This design comes from an exercise in tuning for small area and a short achievable clock period on the open sky130 flow, not from production work.
Only simulation tests tie the RTL to the original design; equivalence was not proved.
Power is estimated from default activity; no workload was simulated.

==> flow/design.v <==
module Aux_Segmentado #(
    parameter integer W = 1
) (
    input  logic [W-1:0]  R,
    input  logic          b,
    input  logic [W:0]    Dn,
    input  logic          ci,
    input  logic          hz,
    output logic [W:0]    R_out,
    output logic          qbit
);
    logic [W:0] T;
    logic [W+2:0] s;
    assign T = {R, b};
    assign s = {1'b0, T, 1'b1} + {1'b0, Dn, ci};
    assign qbit = s[W+2] & hz;
    assign R_out = qbit ? s[W+1:1] : T;
endmodule
module Dividor_Segmentado #(
    parameter integer tamanyo = 32
) (
    input CLK, RSTa, Start,
    input logic [tamanyo-1:0] Num, Den,
    output logic Done,
    output logic [tamanyo-1:0] Coc, Res
);
    logic s0_v, s0_sn, s0_sq, s0_ci;
    logic [31:0] s0_dn, s0_qr;    
    logic [1:0] s0_r;
    logic [1:0] s0_hz;    
    logic s1_v, s1_sn, s1_sq, s1_ci;
    logic [31:0] s1_dn, s1_qr;    
    logic [3:0] s1_r;
    logic s2_v, s2_sn, s2_sq, s2_ci;
    logic [31:0] s2_dn, s2_qr;    
    logic [4:0] s2_r;
    logic s3_v, s3_sn, s3_sq, s3_ci;
    logic [31:0] s3_dn, s3_qr;    
    logic [5:0] s3_r;
    logic s4_v, s4_sn, s4_sq, s4_ci;
    logic [31:0] s4_dn, s4_qr;    
    logic [6:0] s4_r;
    logic s5_v, s5_sn, s5_sq, s5_ci;
    logic [31:0] s5_dn, s5_qr;    
    logic [7:0] s5_r;
    logic s6_v, s6_sn, s6_sq, s6_ci;
    logic [31:0] s6_dn, s6_qr;    
    logic [8:0] s6_r;
    logic s7_v, s7_sn, s7_sq, s7_ci;
    logic [31:0] s7_dn, s7_qr;    
    logic [9:0] s7_r;
    logic s8_v, s8_sn, s8_sq, s8_ci;
    logic [31:0] s8_dn, s8_qr;    
    logic [10:0] s8_r;
    logic s9_v, s9_sn, s9_sq, s9_ci;
    logic [31:0] s9_dn, s9_qr;    
    logic [11:0] s9_r;
    logic s10_v, s10_sn, s10_sq, s10_ci;
    logic [31:0] s10_dn, s10_qr;    
    logic [12:0] s10_r;
    logic s11_v, s11_sn, s11_sq, s11_ci;
    logic [31:0] s11_dn, s11_qr;    
    logic [13:0] s11_r;
    logic s12_v, s12_sn, s12_sq, s12_ci;
    logic [31:0] s12_dn, s12_qr;    
    logic [14:0] s12_r;
    logic s13_v, s13_sn, s13_sq, s13_ci;
    logic [31:0] s13_dn, s13_qr;    
    logic [15:0] s13_r;
    logic s14_v, s14_sn, s14_sq, s14_ci;
    logic [31:0] s14_dn, s14_qr;    
    logic [16:0] s14_r;
    logic s15_v, s15_sn, s15_sq, s15_ci;
    logic [31:0] s15_dn, s15_qr;    
    logic [17:0] s15_r;
    logic s16_v, s16_sn, s16_sq, s16_ci;
    logic [31:0] s16_dn, s16_qr;    
    logic [18:0] s16_r;
    logic s17_v, s17_sn, s17_sq, s17_ci;
    logic [31:0] s17_dn, s17_qr;    
    logic [19:0] s17_r;
    logic s18_v, s18_sn, s18_sq, s18_ci;
    logic [31:0] s18_dn, s18_qr;    
    logic [20:0] s18_r;
    logic s19_v, s19_sn, s19_sq, s19_ci;
    logic [31:0] s19_dn, s19_qr;    
    logic [21:0] s19_r;
    logic s20_v, s20_sn, s20_sq, s20_ci;
    logic [31:0] s20_dn, s20_qr;    
    logic [22:0] s20_r;
    logic s21_v, s21_sn, s21_sq, s21_ci;
    logic [31:0] s21_dn, s21_qr;    
    logic [23:0] s21_r;
    logic s22_v, s22_sn, s22_sq, s22_ci;
    logic [31:0] s22_dn, s22_qr;    
    logic [24:0] s22_r;
    logic s23_v, s23_sn, s23_sq, s23_ci;
    logic [31:0] s23_dn, s23_qr;    
    logic [25:0] s23_r;
    logic s24_v, s24_sn, s24_sq, s24_ci;
    logic [31:0] s24_dn, s24_qr;    
    logic [26:0] s24_r;
    logic s25_v, s25_sn, s25_sq, s25_ci;
    logic [31:0] s25_dn, s25_qr;    
    logic [27:0] s25_r;
    logic s26_v, s26_sn, s26_sq, s26_ci;
    logic [31:0] s26_dn, s26_qr;    
    logic [28:0] s26_r;
    logic s27_v, s27_sn, s27_sq, s27_ci;
    logic [31:0] s27_dn, s27_qr;    
    logic [29:0] s27_r;
    logic s28_v, s28_sn, s28_sq, s28_ci;
    logic [31:0] s28_dn, s28_qr;    
    logic [30:0] s28_r;
    logic s29_v, s29_sn, s29_sq, s29_ci;
    logic [31:0] s29_dn, s29_qr;    
    logic [31:0] s29_r;
    logic [31:0] xin, dnin;
    assign xin = Num ^ {32{Num[31]}};
    assign dnin = ~(Den ^ {32{Den[31]}});
    logic rr0_0, qb0_0, m0_0_0, m1_0_0;
    assign m0_0_0 = (&dnin) & ~Den[31];
    assign m1_0_0 = (&dnin) ? ~~Den[31] : ((dnin == 32'hFFFFFFFE) & ~Den[31]);
    assign qb0_0 = m0_0_0 | (m1_0_0 & xin[31]);
    assign rr0_0 = xin[31] & ~m1_0_0;
    logic [31:0] qq0_0;
    assign qq0_0 = {xin[30:0], qb0_0};
    logic [1:0] rr0_1; logic qb0_1;
    Aux_Segmentado #(.W(1)) u_step0_1 (.R(rr0_0), .b(qq0_0[31]), .Dn(dnin[1:0]), .ci(~Den[31]), .hz(&dnin[31:2]), .R_out(rr0_1), .qbit(qb0_1));
    logic [31:0] qq0_1;
    assign qq0_1 = {qq0_0[30:0], qb0_1};
    always_ff @(posedge CLK, negedge RSTa)
        if (!RSTa) s0_v <= 1'b0;
        else s0_v <= Start;
    always_ff @(posedge CLK) begin
        s0_sn <= Num[31];
        s0_sq <= Num[31] ^ Den[31];
        s0_ci <= ~Den[31];
        s0_dn <= dnin;
        s0_qr <= qq0_1;
        s0_r <= rr0_1;
        s0_hz[0] <= &dnin[31:3];
        s0_hz[1] <= &dnin[31:4];
    end
    logic [2:0] rr1_0; logic qb1_0;
    Aux_Segmentado #(.W(2)) u_step1_0 (.R(s0_r), .b(s0_qr[31]), .Dn(s0_dn[2:0]), .ci(s0_ci), .hz(s0_hz[0]), .R_out(rr1_0), .qbit(qb1_0));
    logic [31:0] qq1_0;
    assign qq1_0 = {s0_qr[30:0], qb1_0};
    logic [3:0] rr1_1; logic qb1_1;
    Aux_Segmentado #(.W(3)) u_step1_1 (.R(rr1_0), .b(qq1_0[31]), .Dn(s0_dn[3:0]), .ci(s0_ci), .hz(s0_hz[1]), .R_out(rr1_1), .qbit(qb1_1));
    logic [31:0] qq1_1;
    assign qq1_1 = {qq1_0[30:0], qb1_1};
    always_ff @(posedge CLK, negedge RSTa)
        if (!RSTa) s1_v <= 1'b0;
        else s1_v <= s0_v;
    always_ff @(posedge CLK) begin
        s1_sn <= s0_sn;
        s1_sq <= s0_sq;
        s1_ci <= s0_ci;
        s1_dn <= s0_dn;
        s1_qr <= qq1_1;
        s1_r <= rr1_1;
    end
    logic [4:0] rr2_0; logic qb2_0;
    Aux_Segmentado #(.W(4)) u_step2_0 (.R(s1_r), .b(s1_qr[31]), .Dn(s1_dn[4:0]), .ci(s1_ci), .hz(&s1_dn[31:5]), .R_out(rr2_0), .qbit(qb2_0));
    logic [31:0] qq2_0;
    assign qq2_0 = {s1_qr[30:0], qb2_0};
    always_ff @(posedge CLK, negedge RSTa)
        if (!RSTa) s2_v <= 1'b0;
        else s2_v <= s1_v;
    always_ff @(posedge CLK) begin
        s2_sn <= s1_sn;
        s2_sq <= s1_sq;
        s2_ci <= s1_ci;
        s2_dn <= s1_dn;
        s2_qr <= qq2_0;
        s2_r <= rr2_0;
    end
    logic [5:0] rr3_0; logic qb3_0;
    Aux_Segmentado #(.W(5)) u_step3_0 (.R(s2_r), .b(s2_qr[31]), .Dn(s2_dn[5:0]), .ci(s2_ci), .hz(&s2_dn[31:6]), .R_out(rr3_0), .qbit(qb3_0));
    logic [31:0] qq3_0;
    assign qq3_0 = {s2_qr[30:0], qb3_0};
    always_ff @(posedge CLK, negedge RSTa)
        if (!RSTa) s3_v <= 1'b0;
        else s3_v <= s2_v;
    always_ff @(posedge CLK) begin
        s3_sn <= s2_sn;
        s3_sq <= s2_sq;
        s3_ci <= s2_ci;
        s3_dn <= s2_dn;
        s3_qr <= qq3_0;
        s3_r <= rr3_0;
    end
    logic [6:0] rr4_0; logic qb4_0;
    Aux_Segmentado #(.W(6)) u_step4_0 (.R(s3_r), .b(s3_qr[31]), .Dn(s3_dn[6:0]), .ci(s3_ci), .hz(&s3_dn[31:7]), .R_out(rr4_0), .qbit(qb4_0));
    logic [31:0] qq4_0;
    assign qq4_0 = {s3_qr[30:0], qb4_0};
    always_ff @(posedge CLK, negedge RSTa)
        if (!RSTa) s4_v <= 1'b0;
        else s4_v <= s3_v;
    always_ff @(posedge CLK) begin
        s4_sn <= s3_sn;
        s4_sq <= s3_sq;
        s4_ci <= s3_ci;
        s4_dn <= s3_dn;
        s4_qr <= qq4_0;
        s4_r <= rr4_0;
    end
    logic [7:0] rr5_0; logic qb5_0;
    Aux_Segmentado #(.W(7)) u_step5_0 (.R(s4_r), .b(s4_qr[31]), .Dn(s4_dn[7:0]), .ci(s4_ci), .hz(&s4_dn[31:8]), .R_out(rr5_0), .qbit(qb5_0));
    logic [31:0] qq5_0;
    assign qq5_0 = {s4_qr[30:0], qb5_0};
    always_ff @(posedge CLK, negedge RSTa)
        if (!RSTa) s5_v <= 1'b0;
        else s5_v <= s4_v;
    always_ff @(posedge CLK) begin
        s5_sn <= s4_sn;
        s5_sq <= s4_sq;
        s5_ci <= s4_ci;
        s5_dn <= s4_dn;
        s5_qr <= qq5_0;
        s5_r <= rr5_0;
    end
    logic [8:0] rr6_0; logic qb6_0;
    Aux_Segmentado #(.W(8)) u_step6_0 (.R(s5_r), .b(s5_qr[31]), .Dn(s5_dn[8:0]), .ci(s5_ci), .hz(&s5_dn[31:9]), .R_out(rr6_0), .qbit(qb6_0));
    logic [31:0] qq6_0;
    assign qq6_0 = {s5_qr[30:0], qb6_0};
    always_ff @(posedge CLK, negedge RSTa)
        if (!RSTa) s6_v <= 1'b0;
        else s6_v <= s5_v;
    always_ff @(posedge CLK) begin
        s6_sn <= s5_sn;
        s6_sq <= s5_sq;
        s6_ci <= s5_ci;
        s6_dn <= s5_dn;
        s6_qr <= qq6_0;
        s6_r <= rr6_0;
    end
    logic [9:0] rr7_0; logic qb7_0;
    Aux_Segmentado #(.W(9)) u_step7_0 (.R(s6_r), .b(s6_qr[31]), .Dn(s6_dn[9:0]), .ci(s6_ci), .hz(&s6_dn[31:10]), .R_out(rr7_0), .qbit(qb7_0));
    logic [31:0] qq7_0;
    assign qq7_0 = {s6_qr[30:0], qb7_0};
    always_ff @(posedge CLK, negedge RSTa)
        if (!RSTa) s7_v <= 1'b0;
        else s7_v <= s6_v;
    always_ff @(posedge CLK) begin
        s7_sn <= s6_sn;
        s7_sq <= s6_sq;
        s7_ci <= s6_ci;
        s7_dn <= s6_dn;
        s7_qr <= qq7_0;
        s7_r <= rr7_0;
    end
    logic [10:0] rr8_0; logic qb8_0;
    Aux_Segmentado #(.W(10)) u_step8_0 (.R(s7_r), .b(s7_qr[31]), .Dn(s7_dn[10:0]), .ci(s7_ci), .hz(&s7_dn[31:11]), .R_out(rr8_0), .qbit(qb8_0));
    logic [31:0] qq8_0;
    assign qq8_0 = {s7_qr[30:0], qb8_0};
    always_ff @(posedge CLK, negedge RSTa)
        if (!RSTa) s8_v <= 1'b0;
        else s8_v <= s7_v;
    always_ff @(posedge CLK) begin
        s8_sn <= s7_sn;
        s8_sq <= s7_sq;
        s8_ci <= s7_ci;
        s8_dn <= s7_dn;
        s8_qr <= qq8_0;
        s8_r <= rr8_0;
    end
    logic [11:0] rr9_0; logic qb9_0;
    Aux_Segmentado #(.W(11)) u_step9_0 (.R(s8_r), .b(s8_qr[31]), .Dn(s8_dn[11:0]), .ci(s8_ci), .hz(&s8_dn[31:12]), .R_out(rr9_0), .qbit(qb9_0));
    logic [31:0] qq9_0;
    assign qq9_0 = {s8_qr[30:0], qb9_0};
    always_ff @(posedge CLK, negedge RSTa)
        if (!RSTa) s9_v <= 1'b0;
        else s9_v <= s8_v;
    always_ff @(posedge CLK) begin
        s9_sn <= s8_sn;
        s9_sq <= s8_sq;
        s9_ci <= s8_ci;
        s9_dn <= s8_dn;
        s9_qr <= qq9_0;
        s9_r <= rr9_0;
    end
    logic [12:0] rr10_0; logic qb10_0;
    Aux_Segmentado #(.W(12)) u_step10_0 (.R(s9_r), .b(s9_qr[31]), .Dn(s9_dn[12:0]), .ci(s9_ci), .hz(&s9_dn[31:13]), .R_out(rr10_0), .qbit(qb10_0));
    logic [31:0] qq10_0;
    assign qq10_0 = {s9_qr[30:0], qb10_0};
    always_ff @(posedge CLK, negedge RSTa)
        if (!RSTa) s10_v <= 1'b0;
        else s10_v <= s9_v;
    always_ff @(posedge CLK) begin
        s10_sn <= s9_sn;
        s10_sq <= s9_sq;
        s10_ci <= s9_ci;
        s10_dn <= s9_dn;
        s10_qr <= qq10_0;
        s10_r <= rr10_0;
    end
    logic [13:0] rr11_0; logic qb11_0;
    Aux_Segmentado #(.W(13)) u_step11_0 (.R(s10_r), .b(s10_qr[31]), .Dn(s10_dn[13:0]), .ci(s10_ci), .hz(&s10_dn[31:14]), .R_out(rr11_0), .qbit(qb11_0));
    logic [31:0] qq11_0;
    assign qq11_0 = {s10_qr[30:0], qb11_0};
    always_ff @(posedge CLK, negedge RSTa)
        if (!RSTa) s11_v <= 1'b0;
        else s11_v <= s10_v;
    always_ff @(posedge CLK) begin
        s11_sn <= s10_sn;
        s11_sq <= s10_sq;
        s11_ci <= s10_ci;
        s11_dn <= s10_dn;
        s11_qr <= qq11_0;
        s11_r <= rr11_0;
    end
    logic [14:0] rr12_0; logic qb12_0;
    Aux_Segmentado #(.W(14)) u_step12_0 (.R(s11_r), .b(s11_qr[31]), .Dn(s11_dn[14:0]), .ci(s11_ci), .hz(&s11_dn[31:15]), .R_out(rr12_0), .qbit(qb12_0));
    logic [31:0] qq12_0;
    assign qq12_0 = {s11_qr[30:0], qb12_0};
    always_ff @(posedge CLK, negedge RSTa)
        if (!RSTa) s12_v <= 1'b0;
        else s12_v <= s11_v;
    always_ff @(posedge CLK) begin
        s12_sn <= s11_sn;
        s12_sq <= s11_sq;
        s12_ci <= s11_ci;
        s12_dn <= s11_dn;
        s12_qr <= qq12_0;
        s12_r <= rr12_0;
    end
    logic [15:0] rr13_0; logic qb13_0;
    Aux_Segmentado #(.W(15)) u_step13_0 (.R(s12_r), .b(s12_qr[31]), .Dn(s12_dn[15:0]), .ci(s12_ci), .hz(&s12_dn[31:16]), .R_out(rr13_0), .qbit(qb13_0));
    logic [31:0] qq13_0;
    assign qq13_0 = {s12_qr[30:0], qb13_0};
    always_ff @(posedge CLK, negedge RSTa)
        if (!RSTa) s13_v <= 1'b0;
        else s13_v <= s12_v;
    always_ff @(posedge CLK) begin
        s13_sn <= s12_sn;
        s13_sq <= s12_sq;
        s13_ci <= s12_ci;
        s13_dn <= s12_dn;
        s13_qr <= qq13_0;
        s13_r <= rr13_0;
    end
    logic [16:0] rr14_0; logic qb14_0;
    Aux_Segmentado #(.W(16)) u_step14_0 (.R(s13_r), .b(s13_qr[31]), .Dn(s13_dn[16:0]), .ci(s13_ci), .hz(&s13_dn[31:17]), .R_out(rr14_0), .qbit(qb14_0));
    logic [31:0] qq14_0;
    assign qq14_0 = {s13_qr[30:0], qb14_0};
    always_ff @(posedge CLK, negedge RSTa)
        if (!RSTa) s14_v <= 1'b0;
        else s14_v <= s13_v;
    always_ff @(posedge CLK) begin
        s14_sn <= s13_sn;
        s14_sq <= s13_sq;
        s14_ci <= s13_ci;
        s14_dn <= s13_dn;
        s14_qr <= qq14_0;
        s14_r <= rr14_0;
    end
    logic [17:0] rr15_0; logic qb15_0;
    Aux_Segmentado #(.W(17)) u_step15_0 (.R(s14_r), .b(s14_qr[31]), .Dn(s14_dn[17:0]), .ci(s14_ci), .hz(&s14_dn[31:18]), .R_out(rr15_0), .qbit(qb15_0));
    logic [31:0] qq15_0;
    assign qq15_0 = {s14_qr[30:0], qb15_0};
    always_ff @(posedge CLK, negedge RSTa)
        if (!RSTa) s15_v <= 1'b0;
        else s15_v <= s14_v;
    always_ff @(posedge CLK) begin
        s15_sn <= s14_sn;
        s15_sq <= s14_sq;
        s15_ci <= s14_ci;
        s15_dn <= s14_dn;
        s15_qr <= qq15_0;
        s15_r <= rr15_0;
    end
    logic [18:0] rr16_0; logic qb16_0;
    Aux_Segmentado #(.W(18)) u_step16_0 (.R(s15_r), .b(s15_qr[31]), .Dn(s15_dn[18:0]), .ci(s15_ci), .hz(&s15_dn[31:19]), .R_out(rr16_0), .qbit(qb16_0));
    logic [31:0] qq16_0;
    assign qq16_0 = {s15_qr[30:0], qb16_0};
    always_ff @(posedge CLK, negedge RSTa)
        if (!RSTa) s16_v <= 1'b0;
        else s16_v <= s15_v;
    always_ff @(posedge CLK) begin
        s16_sn <= s15_sn;
        s16_sq <= s15_sq;
        s16_ci <= s15_ci;
        s16_dn <= s15_dn;
        s16_qr <= qq16_0;
        s16_r <= rr16_0;
    end
    logic [19:0] rr17_0; logic qb17_0;
    Aux_Segmentado #(.W(19)) u_step17_0 (.R(s16_r), .b(s16_qr[31]), .Dn(s16_dn[19:0]), .ci(s16_ci), .hz(&s16_dn[31:20]), .R_out(rr17_0), .qbit(qb17_0));
    logic [31:0] qq17_0;
    assign qq17_0 = {s16_qr[30:0], qb17_0};
    always_ff @(posedge CLK, negedge RSTa)
        if (!RSTa) s17_v <= 1'b0;
        else s17_v <= s16_v;
    always_ff @(posedge CLK) begin
        s17_sn <= s16_sn;
        s17_sq <= s16_sq;
        s17_ci <= s16_ci;
        s17_dn <= s16_dn;
        s17_qr <= qq17_0;
        s17_r <= rr17_0;
    end
    logic [20:0] rr18_0; logic qb18_0;
    Aux_Segmentado #(.W(20)) u_step18_0 (.R(s17_r), .b(s17_qr[31]), .Dn(s17_dn[20:0]), .ci(s17_ci), .hz(&s17_dn[31:21]), .R_out(rr18_0), .qbit(qb18_0));
    logic [31:0] qq18_0;
    assign qq18_0 = {s17_qr[30:0], qb18_0};
    always_ff @(posedge CLK, negedge RSTa)
        if (!RSTa) s18_v <= 1'b0;
        else s18_v <= s17_v;
    always_ff @(posedge CLK) begin
        s18_sn <= s17_sn;
        s18_sq <= s17_sq;
        s18_ci <= s17_ci;
        s18_dn <= s17_dn;
        s18_qr <= qq18_0;
        s18_r <= rr18_0;
    end
    logic [21:0] rr19_0; logic qb19_0;
    Aux_Segmentado #(.W(21)) u_step19_0 (.R(s18_r), .b(s18_qr[31]), .Dn(s18_dn[21:0]), .ci(s18_ci), .hz(&s18_dn[31:22]), .R_out(rr19_0), .qbit(qb19_0));
    logic [31:0] qq19_0;
    assign qq19_0 = {s18_qr[30:0], qb19_0};
    always_ff @(posedge CLK, negedge RSTa)
        if (!RSTa) s19_v <= 1'b0;
        else s19_v <= s18_v;
    always_ff @(posedge CLK) begin
        s19_sn <= s18_sn;
        s19_sq <= s18_sq;
        s19_ci <= s18_ci;
        s19_dn <= s18_dn;
        s19_qr <= qq19_0;
        s19_r <= rr19_0;
    end
    logic [22:0] rr20_0; logic qb20_0;
    Aux_Segmentado #(.W(22)) u_step20_0 (.R(s19_r), .b(s19_qr[31]), .Dn(s19_dn[22:0]), .ci(s19_ci), .hz(&s19_dn[31:23]), .R_out(rr20_0), .qbit(qb20_0));
    logic [31:0] qq20_0;
    assign qq20_0 = {s19_qr[30:0], qb20_0};
    always_ff @(posedge CLK, negedge RSTa)
        if (!RSTa) s20_v <= 1'b0;
        else s20_v <= s19_v;
    always_ff @(posedge CLK) begin
        s20_sn <= s19_sn;
        s20_sq <= s19_sq;
        s20_ci <= s19_ci;
        s20_dn <= s19_dn;
        s20_qr <= qq20_0;
        s20_r <= rr20_0;
    end
    logic [23:0] rr21_0; logic qb21_0;
    Aux_Segmentado #(.W(23)) u_step21_0 (.R(s20_r), .b(s20_qr[31]), .Dn(s20_dn[23:0]), .ci(s20_ci), .hz(&s20_dn[31:24]), .R_out(rr21_0), .qbit(qb21_0));
    logic [31:0] qq21_0;
    assign qq21_0 = {s20_qr[30:0], qb21_0};
    always_ff @(posedge CLK, negedge RSTa)
        if (!RSTa) s21_v <= 1'b0;
        else s21_v <= s20_v;
    always_ff @(posedge CLK) begin
        s21_sn <= s20_sn;
        s21_sq <= s20_sq;
        s21_ci <= s20_ci;
        s21_dn <= s20_dn;
        s21_qr <= qq21_0;
        s21_r <= rr21_0;
    end
    logic [24:0] rr22_0; logic qb22_0;
    Aux_Segmentado #(.W(24)) u_step22_0 (.R(s21_r), .b(s21_qr[31]), .Dn(s21_dn[24:0]), .ci(s21_ci), .hz(&s21_dn[31:25]), .R_out(rr22_0), .qbit(qb22_0));
    logic [31:0] qq22_0;
    assign qq22_0 = {s21_qr[30:0], qb22_0};
    always_ff @(posedge CLK, negedge RSTa)
        if (!RSTa) s22_v <= 1'b0;
        else s22_v <= s21_v;
    always_ff @(posedge CLK) begin
        s22_sn <= s21_sn;
        s22_sq <= s21_sq;
        s22_ci <= s21_ci;
        s22_dn <= s21_dn;
        s22_qr <= qq22_0;
        s22_r <= rr22_0;
    end
    logic [25:0] rr23_0; logic qb23_0;
    Aux_Segmentado #(.W(25)) u_step23_0 (.R(s22_r), .b(s22_qr[31]), .Dn(s22_dn[25:0]), .ci(s22_ci), .hz(&s22_dn[31:26]), .R_out(rr23_0), .qbit(qb23_0));
    logic [31:0] qq23_0;
    assign qq23_0 = {s22_qr[30:0], qb23_0};
    always_ff @(posedge CLK, negedge RSTa)
        if (!RSTa) s23_v <= 1'b0;
        else s23_v <= s22_v;
    always_ff @(posedge CLK) begin
        s23_sn <= s22_sn;
        s23_sq <= s22_sq;
        s23_ci <= s22_ci;
        s23_dn <= s22_dn;
        s23_qr <= qq23_0;
        s23_r <= rr23_0;
    end
    logic [26:0] rr24_0; logic qb24_0;
    Aux_Segmentado #(.W(26)) u_step24_0 (.R(s23_r), .b(s23_qr[31]), .Dn(s23_dn[26:0]), .ci(s23_ci), .hz(&s23_dn[31:27]), .R_out(rr24_0), .qbit(qb24_0));
    logic [31:0] qq24_0;
    assign qq24_0 = {s23_qr[30:0], qb24_0};
    always_ff @(posedge CLK, negedge RSTa)
        if (!RSTa) s24_v <= 1'b0;
        else s24_v <= s23_v;
    always_ff @(posedge CLK) begin
        s24_sn <= s23_sn;
        s24_sq <= s23_sq;
        s24_ci <= s23_ci;
        s24_dn <= s23_dn;
        s24_qr <= qq24_0;
        s24_r <= rr24_0;
    end
    logic [27:0] rr25_0; logic qb25_0;
    Aux_Segmentado #(.W(27)) u_step25_0 (.R(s24_r), .b(s24_qr[31]), .Dn(s24_dn[27:0]), .ci(s24_ci), .hz(&s24_dn[31:28]), .R_out(rr25_0), .qbit(qb25_0));
    logic [31:0] qq25_0;
    assign qq25_0 = {s24_qr[30:0], qb25_0};
    always_ff @(posedge CLK, negedge RSTa)
        if (!RSTa) s25_v <= 1'b0;
        else s25_v <= s24_v;
    always_ff @(posedge CLK) begin
        s25_sn <= s24_sn;
        s25_sq <= s24_sq;
        s25_ci <= s24_ci;
        s25_dn <= s24_dn;
        s25_qr <= qq25_0;
        s25_r <= rr25_0;
    end
    logic [28:0] rr26_0; logic qb26_0;
    Aux_Segmentado #(.W(28)) u_step26_0 (.R(s25_r), .b(s25_qr[31]), .Dn(s25_dn[28:0]), .ci(s25_ci), .hz(&s25_dn[31:29]), .R_out(rr26_0), .qbit(qb26_0));
    logic [31:0] qq26_0;
    assign qq26_0 = {s25_qr[30:0], qb26_0};
    always_ff @(posedge CLK, negedge RSTa)
        if (!RSTa) s26_v <= 1'b0;
        else s26_v <= s25_v;
    always_ff @(posedge CLK) begin
        s26_sn <= s25_sn;
        s26_sq <= s25_sq;
        s26_ci <= s25_ci;
        s26_dn <= s25_dn;
        s26_qr <= qq26_0;
        s26_r <= rr26_0;
    end
    logic [29:0] rr27_0; logic qb27_0;
    Aux_Segmentado #(.W(29)) u_step27_0 (.R(s26_r), .b(s26_qr[31]), .Dn(s26_dn[29:0]), .ci(s26_ci), .hz(&s26_dn[31:30]), .R_out(rr27_0), .qbit(qb27_0));
    logic [31:0] qq27_0;
    assign qq27_0 = {s26_qr[30:0], qb27_0};
    always_ff @(posedge CLK, negedge RSTa)
        if (!RSTa) s27_v <= 1'b0;
        else s27_v <= s26_v;
    always_ff @(posedge CLK) begin
        s27_sn <= s26_sn;
        s27_sq <= s26_sq;
        s27_ci <= s26_ci;
        s27_dn <= s26_dn;
        s27_qr <= qq27_0;
        s27_r <= rr27_0;
    end
    logic [30:0] rr28_0; logic qb28_0;
    Aux_Segmentado #(.W(30)) u_step28_0 (.R(s27_r), .b(s27_qr[31]), .Dn(s27_dn[30:0]), .ci(s27_ci), .hz(&s27_dn[31:31]), .R_out(rr28_0), .qbit(qb28_0));
    logic [31:0] qq28_0;
    assign qq28_0 = {s27_qr[30:0], qb28_0};
    always_ff @(posedge CLK, negedge RSTa)
        if (!RSTa) s28_v <= 1'b0;
        else s28_v <= s27_v;
    always_ff @(posedge CLK) begin
        s28_sn <= s27_sn;
        s28_sq <= s27_sq;
        s28_ci <= s27_ci;
        s28_dn <= s27_dn;
        s28_qr <= qq28_0;
        s28_r <= rr28_0;
    end
    logic [31:0] rr29_0; logic qb29_0;
    Aux_Segmentado #(.W(31)) u_step29_0 (.R(s28_r), .b(s28_qr[31]), .Dn(s28_dn[31:0]), .ci(s28_ci), .hz(1'b1), .R_out(rr29_0), .qbit(qb29_0));
    logic [31:0] qq29_0;
    assign qq29_0 = {s28_qr[30:0], qb29_0};
    always_ff @(posedge CLK, negedge RSTa)
        if (!RSTa) s29_v <= 1'b0;
        else s29_v <= s28_v;
    always_ff @(posedge CLK) begin
        s29_sn <= s28_sn;
        s29_sq <= s28_sq;
        s29_ci <= s28_ci;
        s29_dn <= s28_dn;
        s29_qr <= qq29_0;
        s29_r <= rr29_0;
    end
    logic [31:0] fx;
    logic eq, wrap;
    assign fx = ~(s29_r ^ s29_dn);
    assign eq = (fx == {s29_r[30:0] & s29_dn[30:0], s29_ci});
    assign wrap = s29_sn & eq;
    logic [31:0] cy, cpre;
    assign cy = s29_qr ^ {32{s29_sq}};
    assign cpre[0] = 1'b1;
    genvar gi;
    generate
        for (gi = 1; gi < 32; gi = gi + 1) begin : g_cpre
            assign cpre[gi] = &cy[gi-1:0];
        end
    endgenerate
    always_ff @(posedge CLK, negedge RSTa)
        if (!RSTa) Done <= 1'b0;
        else Done <= s29_v;
    always_ff @(posedge CLK) begin
        Coc <= cy ^ (cpre & {32{s29_sq ^ wrap}});
        Res <= s29_sn ? (wrap ? 32'd0 : ~s29_r) : s29_r;
    end
endmodule
==> flow/run.sh <==
#!/bin/bash
# synth_recipe.tcl (not shown) runs the flow's synth.tcl, then flattens the netlist and writes it again
# the make line also repeats each setting of config.mk as NAME=value (left out here)
make -C /OpenROAD-flow-scripts/flow DESIGN_CONFIG=/design/flow/config.mk WORK_HOME=/design/flow/orfs CLKGATE_MAP_FILE= SYNTH_SCRIPT=/design/flow/synth_recipe.tcl finish
==> flow/config.mk <==
export PLATFORM = sky130hd
export DESIGN_NAME = Dividor_Segmentado
export DESIGN_NICKNAME = Dividor_Segmentado
export VERILOG_FILES = /design/flow/design.v
export SDC_FILE = /design/flow/constraint.sdc
export NUM_CORES = 4
export LEC_CHECK = 0
export ABC_AREA = 1
export CAP_MARGIN = 20
export CORE_MARGIN = 2
export CORE_UTILIZATION = 40
export CTS_CLUSTER_DIAMETER = 100
export CTS_CLUSTER_SIZE = 30
export SETUP_SLACK_MARGIN = 3.3
export SLEW_MARGIN = 20
==> flow/constraint.sdc <==
create_clock -name core_clock -period 6.0 [get_ports {CLK}]
set_input_delay 1.2000 -clock core_clock [delete_from_list [all_inputs] [get_ports {CLK}]]
set_output_delay 1.2000 -clock core_clock [all_outputs]
set_load 0.01 [all_outputs]
==> results.json, run 1 <==
{
  "pwr-share-comb_pct": 27.0,
  "drtIter0Drc": 4280,
  "core_um2": 232000,
  "p_sw_share_pct": 35.6,
  "hold_violations": 0,
  "slew_headroom_pct": -3.05,
  "fin_crit_ns": 2.66,
  "slew_viol_final": 3,
  "fp.dieArea_um2": 237000,
  "critPathSlowestCell": "dfxtp_4",
  "grt_pass1_vias": 66300,
  "layout-drive-gt1-share_pct": 3.73,
  "clk_latency_ns": 0.88,
  "hold_path.class": "flop to flop",
  "fp.dieW_um": 487,
  "viasPerCell": 4.87,
  "tightest_slew_ns": 1.53,
  "antenna_found_initial": 16,
  "so_faults": "max-capacitance violations, max-slew violations",
  "crit_family": "flip-flops",
  "ys_types": 51,
  "regArea_um2": 52300,
  "max-cap-violations": 1,
  "clkPwrFrac_pct": 23.7,
  "cts_buffers": 118,
  "crit_chain": "buf_6",
  "via_count": 67700,
  "whs_ns": 0.299,
  "stdcell_area_um2": 103000,
  "post-route-period-util_pct": 44.4,
  "root_buffer": "clkbuf_16",
  "area_delta_synth_final_pct": 10.2,
  "fmax_mhz": 375,
  "critPathMaxStageDelay_ns": 0.49,
  "syn_inst": 10600,
  "seq_power_share_pct": 49.2,
  "hpwl_um": 215000,
  "final_cell_mix": "nand2_1, dfxtp_1, inv_1",
  "p_per_area_nw_per_um2": 408,
  "grt_pass1_wl_um": 398000,
  "cts_sinks": 2601,
  "dr.pass1.iters": 6,
  "gp_congestion": 0.952,
  "top_level_ports": 132,
  "h-tree-depth": 3,
  "nFillCells": 22700,
  "crit_required_ns": 4.80,
  "finClkSkew_ns": 0.0669,
  "p_leak_nw": 48.0,
  "start_kind": "flop",
  "status": "finished with violations",
  "irDropWorstVdd_mv": 0.286,
  "path_clk_slew_ns": 0.10,
  "setup_viol": 0,
  "die_h_um": 487,
  "ys_ff_latch": 2601,
  "wl_per_cell_um": 19.1,
  "fin_cells": 13900,
  "wl_um": 265000,
  "io_buffers": 131,
  "avgSynthCellArea_um2": 8.83,
  "internal-power_mw": 27.1,
  "path_class": "flop to output port",
  "synth_edf_count": 0,
  "grt_max_degree": 62,
  "syn_nets": 11200,
  "ys.flop_type": "dfxtp_1",
  "cts-hold-fix-buffers": 0,
  "dpl_cell_area_um2": 98100,
  "cp-end-kind": "output port",
  "cts_max_path_buffers": 3,
  "async_flop_share_pct": 1.19,
  "grt_remaining_overflow": 0,
  "seq_area_frac_synth_pct": 55.9,
  "p_sw_mw": 15.0,
  "crit_buf_inv": 1,
  "final_common_cell": "nand2_1",
  "arrival_ns": 1.46,
  "multi_input_area_um2": 37500,
  "crit_path_max_fanout": 1,
  "rsz0062_at_grt": "true",
  "final_antenna_net_count": 0,
  "dp.cells": 13700,
  "num_rows": 177,
  "nets": 11400,
  "cts_tree": "yes",
  "synth_area_um2": 93400,
  "drcViolationCount": 0,
  "yosys_warnings": 1,
  "grt.total_usage_pct": 21.9,
  "fin_tns_setup_ns": 0,
  "start_util_pct": 40.2
}
==> worst paths after layout <==
path,to,depth (start not counted),slack [ns],from
max,Coc[22],1,3.34,Coc[22]$_DFF_P_
min,s4_qr[14]$_DFF_P_,0,0.30,s3_qr[13]$_DFF_P_
max reg2reg,s29_r[11]$_DFF_P_,12,3.34,s28_r[6]$_DFF_P_
min reg2reg,s4_qr[14]$_DFF_P_,0,0.30,s3_qr[13]$_DFF_P_
max in group asynchronous,Done$_DFF_PN0_,1,4.88,RSTa
min in group asynchronous,s5_v$_DFF_PN0_,1,0.43,RSTa
==> power groups by stage <==
stage | logic (mW) | clock network, mW | registers [mW]
floorplan | 7.90 | 0 | 20.2
global placement | 11.2 | 0 | 21.1
detailed placement | 11.1 | 0 | 21.0
CTS | 11.2 | 10.3 | 20.7
global route | 12.8 | 10.9 | 20.8
finish | 11.4 | 9.97 | 20.7
==> cell usage after synthesis, types with 17 or more instances <==
cell / count / area (um^2)
a21o_1: 38 / 285
a21oi_1: 567 / 2840
and2_1: 17 / 106
buf_2: 45 / 225
clkbuf_1: 57 / 214
dfrtp_1: 31 / 776
dfxtp_1: 2570 / 51400
fa_1: 30 / 601
ha_1: 557 / 6970
inv_1: 908 / 3410
nand2_1: 3044 / 11400
nand3_1: 518 / 2590
nand3b_1: 42 / 315
nand4_1: 140 / 876
nor2_1: 683 / 2560
nor3_1: 102 / 510
nor4_1: 38 / 238
o21a_1: 19 / 143
o21ai_0: 574 / 2870
o21bai_1: 48 / 360
xnor2_1: 237 / 2080
xor2_1: 191 / 1670
==> routing by layer <==
| layer | up-vias | GRT usage, % | wire (um) |
|---|---|---|---|
| met5 | - | 0 | 0 |
| met4 | 0 | 9.53 | 13100 |
| met3 | 436 | 2.14 | 8910 |
| met2 | 1424 | 37.0 | 123000 |
| met1 | 31300 | 28.5 | 120000 |
| li1 | 34500 | - | - |
==> cells by family (layout without fill, tap and decap cells) <==
logic type	Yosys count	count (layout)	synth area share [%]
AND/OR/NAND/NOR	4626	4629	20.3
other	0	22	0
buffers and inverters	1031	1274	4.27
XOR/XNOR	431	431	4.07
adder cells (fa/ha/maj)	587	587	8.10
AO/OA/AOI/OAI	1304	1305	7.39
flip-flops	2601	2601	55.9
==> through the flow <==
stage	setup WS (ns)	power (mW)	utilization, %
5_1_grt	3.12	44.5	44.3
6_report	3.34	42.0	44.3
3_3_place_gp	2.73	32.2	42.2
3_5_place_dp	2.77	32.2	42.2
2_1_floorplan	3.36	28.1	-
4_1_cts	3.09	42.2	44.1
==> cell type report <==
cell class | count | area share [%]
Clock buffer | 134 | 2.96
Tap cell | 3043 | 3.70
Inverter | 919 | 3.39
Timing Repair inverter | 2 | 0.0146
Clock inverter | 54 | 0.975
Antenna cell | 22 | 0.0535
Sequential cell | 2601 | 50.8
Timing Repair Buffer | 165 | 1.60
Multi-Input combinational cell | 6952 | 36.5
==> timing repair <==
action | 4_1_cts | 5_1_grt
pin swaps | 5 | 10
endpoints found under the setup margin | 412 | 351
gates cloned | 2 | 4
buffers inserted | 4 | 12
resized for setup | 313 | 114
endpoints found under the hold margin | 0 | 0
==> inputs of run 2 (changes only) <==
--- a/flow/config.mk
+++ b/flow/config.mk
@@ -8,3 +8,3 @@
 export ABC_AREA = 1
-export CAP_MARGIN = 20
+export CAP_MARGIN = 30
 export CORE_MARGIN = 2
@@ -13,3 +13,3 @@
 export CTS_CLUSTER_SIZE = 30
-export SETUP_SLACK_MARGIN = 3.3
-export SLEW_MARGIN = 20
+export SETUP_SLACK_MARGIN = 3.4
+export SLEW_MARGIN = 30
==> run 2 against run 1 <==
Net effect: clock skew grew 0.0022 ns; first-iteration DRC count decreased by 3.1%; now clean on timing, DRC and antenna; combinational power about the same; synthesized cell count stayed put; global-route usage is 0.10 points higher; register-to-register slack improved by 0.14 ns; final cell count about the same; die area stayed put; sequential power hardly changed; critical path type unchanged; via count shrank 0.31%; worst hold slack improved by 0.011 ns; critical path depth is the same.
==> results.json, run 2 <==
{
  "top_level_ports": 132,
  "cp-end-kind": "output port",
  "yosys_warnings": 1,
  "path_class": "flop to output port",
  "hold_violations": 0,
  "fin_util_pct": 44.4,
  "tightest_slew_ns": 1.08,
  "status": "complete, no violations",
  "crit_family": "flip-flops",
  "num_rows": 177,
  "hold_path.class": "input port to asynchronous set/reset pin",
  "async_flop_share_pct": 1.19,
  "synth_commonest_cells": "nand2_1, dfxtp_1, inv_1",
  "critPathMaxStageDelay_ns": 0.50,
  "synth_most_common_cell": "nand2_1",
  "cts_tree": "yes",
  "grt_pass1_vias": 65700,
  "avgSynthCellArea_um2": 8.83,
  "nFillCells": 22600,
  "io_buffers": 131,
  "synth_edf_count": 0,
  "yosys.area.top_type": "dfxtp_1",
  "grt_max_degree": 66,
  "critPathSlowestCell": "dfxtp_4",
  "final_antenna_net_count": 0,
  "drtIter0Drc": 4146,
  "rsz0062_at_grt": "true",
  "slew_headroom_pct": 27.3,
  "seq_area_frac_synth_pct": 55.9,
  "grt.total_usage_pct": 22.0,
  "crit_chain": "buf_6",
  "fin_tns_setup_ns": 0,
  "cts_max_path_buffers": 3,
  "cts_sinks": 2601,
  "wl_per_cell_um": 19.4,
  "h-tree-depth": 3,
  "ys_ff_latch": 2601,
  "crit_buf_inv": 1,
  "start_kind": "flop",
  "irDropWorstVdd_mv": 0.318,
  "die_h_um": 487,
  "layout-drive-gt1-share_pct": 4.87,
  "wl_um": 269000,
  "root_buffer": "clkbuf_16",
  "hpwl_um": 216000,
  "via_count": 67400,
  "fmax_mhz": 378,
  "final_common_cell": "nand2_1",
  "clk_latency_ns": 0.84,
  "crit_required_ns": 4.80,
  "antenna_found_initial": 17,
  "crit_path_max_fanout": 1,
  "finClkSkew_ns": 0.0692,
  "fp.dieArea_um2": 237000,
  "dr.pass1.iters": 8,
  "p_per_area_nw_per_um2": 405,
  "cts_buffers": 110,
  "core_um2": 232000,
  "synth_top_area_share_pct": 55.1,
  "fin_crit_ns": 2.65,
  "r2r_slack_ns": 3.48,
  "drcViolationCount": 0,
  "ys_types": 51,
  "timing.rr.start": "s26_dn[3]$_DFF_P_",
  "final_cell_mix": "nand2_1, dfxtp_1, inv_1",
  "area_delta_synth_final_pct": 10.3,
  "grt_pass1_wl_um": 399000,
  "fp.dieW_um": 487,
  "viasPerCell": 4.86,
  "post-route-period-util_pct": 44.1,
  "synth.area.top_cells": "dfxtp_1, nand2_1, ha_1, inv_1, o21ai_0",
  "ys.flop_type": "dfxtp_1",
  "nets": 11400,
  "whs_ns": 0.310,
  "grt_remaining_overflow": 0,
  "r2r-end": "s27_r[8]$_DFF_P_",
  "setup_viol": 0,
  "start_util_pct": 40.2,
  "max-cap-violations": 0,
  "p_leak_nw": 48.0,
  "gp_congestion": 0.920,
  "syn_nets": 11200,
  "slew_viol_final": 0,
  "arrival_ns": 1.45,
  "reg2regPathDepth": 12,
  "syn_inst": 10600,
  "synth_area_um2": 93400,
  "path_clk_slew_ns": 0.11
}
==> run 2: cell families (layout without fill, tap and decap cells) <==
kind of cell             Yosys count  after routing  synth area share, %
AO/OA/AOI/OAI                   1304           1304                 7.39
XOR/XNOR                         431            431                 4.07
adder cells (fa/ha/maj)          587            587                 8.10
buffers and inverters           1031           1266                 4.27
flip-flops                      2601           2601                 55.9
other                              0             18                    0
AND/OR/NAND/NOR                 4626           4630                 20.3
==> run 2: timing repair <==
| item | in CTS | in global routing |
|---|---|---|
| buffers inserted | 7 | 14 |
| cloned | 2 | 9 |
| gates resized for setup | 483 | 196 |
| hold buffers | 0 | 0 |
| pin swaps | 4 | 18 |
| setup endpoints to repair | 492 | 444 |
==> run 2: layout make-up <==
cell class / count / area (um^2) / area share (%)
Sequential cell: 2601 / 52400 / 50.8
Tap cell: 3043 / 3810 / 3.69
Multi-Input combinational cell: 6952 / 37900 / 36.8
Inverter: 919 / 3500 / 3.40
Timing Repair Buffer: 179 / 1840 / 1.79
Antenna cell: 18 / 45.0 / 0.0437
Clock buffer: 127 / 2870 / 2.78
Clock inverter: 41 / 739 / 0.717
==> run 2: power breakdown <==
group          switching (mW)  leakage [nW]  internal [mW]
Clock                    5.64          1.73           3.72
Sequential               1.57          21.8           19.2
Combinational            7.53          24.4           4.11
Total                    14.7          48.0           27.0
==> run 2: worst max-delay path by stage <==
stage,end,depth (start not counted),slack [ns],start
final,Coc[23],1,3.35,Coc[23]$_DFF_P_
after global placement,s18_r[15]$_DFF_P_,13,2.66,s17_dn[2]$_DFF_P_
after detailed placement,s0_r[0]$_DFF_P_,12,2.73,Den[31]
after global routing,Coc[23],1,3.30,Coc[23]$_DFF_P_
after CTS,Coc[23],1,3.24,Coc[23]$_DFF_P_
after floorplan,s0_r[0]$_DFF_P_,13,3.44,Den[31]
==> run 2: per-stage QoR <==
stage                     cell area (um^2)  power (mW)  worst slack, ns  cells
after floorplan                      93400        28.1             3.44  10600
after global placement               98100        32.3             2.66  13700
after detailed placement             98200        32.2             2.73  13700
after CTS                           102000        41.7             3.24  13800
after global routing                103000        44.2             3.30  13900
final                               103000        41.7             3.35  13900
==> run 2: routing by layer <==
metal  vias up  routed length (um)  share of wire (%)  track usage, %
met4         0                9520                3.5            7.70
met5         -                   0                  0               0
li1      34400                   -                  -               -
met3       330                8800                3.3            1.95
met1     31300              123000                 46            29.1
met2      1344              127000                 47            37.5

## afterwards: timing with drivers on the ports
In the flow no input, the clock included, has a driving cell. The finished layouts below were timed again as built, in two steps. Step 1 sets driving cells, clkbuf_16 on the clock port and buf_2 on the other inputs (assumed; they add their load-dependent delay and slew). Step 2 adds t to the input delays and takes it off the output delays; t is the mean of the earliest and latest rising clock arrival at the registers after step 1. Input paths then give back, and output paths get back, about the clock's delay inside the block. Slacks: ideal ports / drivers / drivers and shift; pairs: ideal ports / drivers.
run	shift t [ns]	setup WS [ns]	worst register clock-pin slew, ns	worst data-port slew with drivers (ns)
run 1	0.945	3.336 / 3.241 / 2.831	0.12 / 0.12	0.08
run 2	0.900	3.353 / 3.253 / 3.001	0.12 / 0.12	0.07
The setup slack of run 1, which loses most, moves by -0.095 ns with the drivers and by -0.505 ns with both steps.
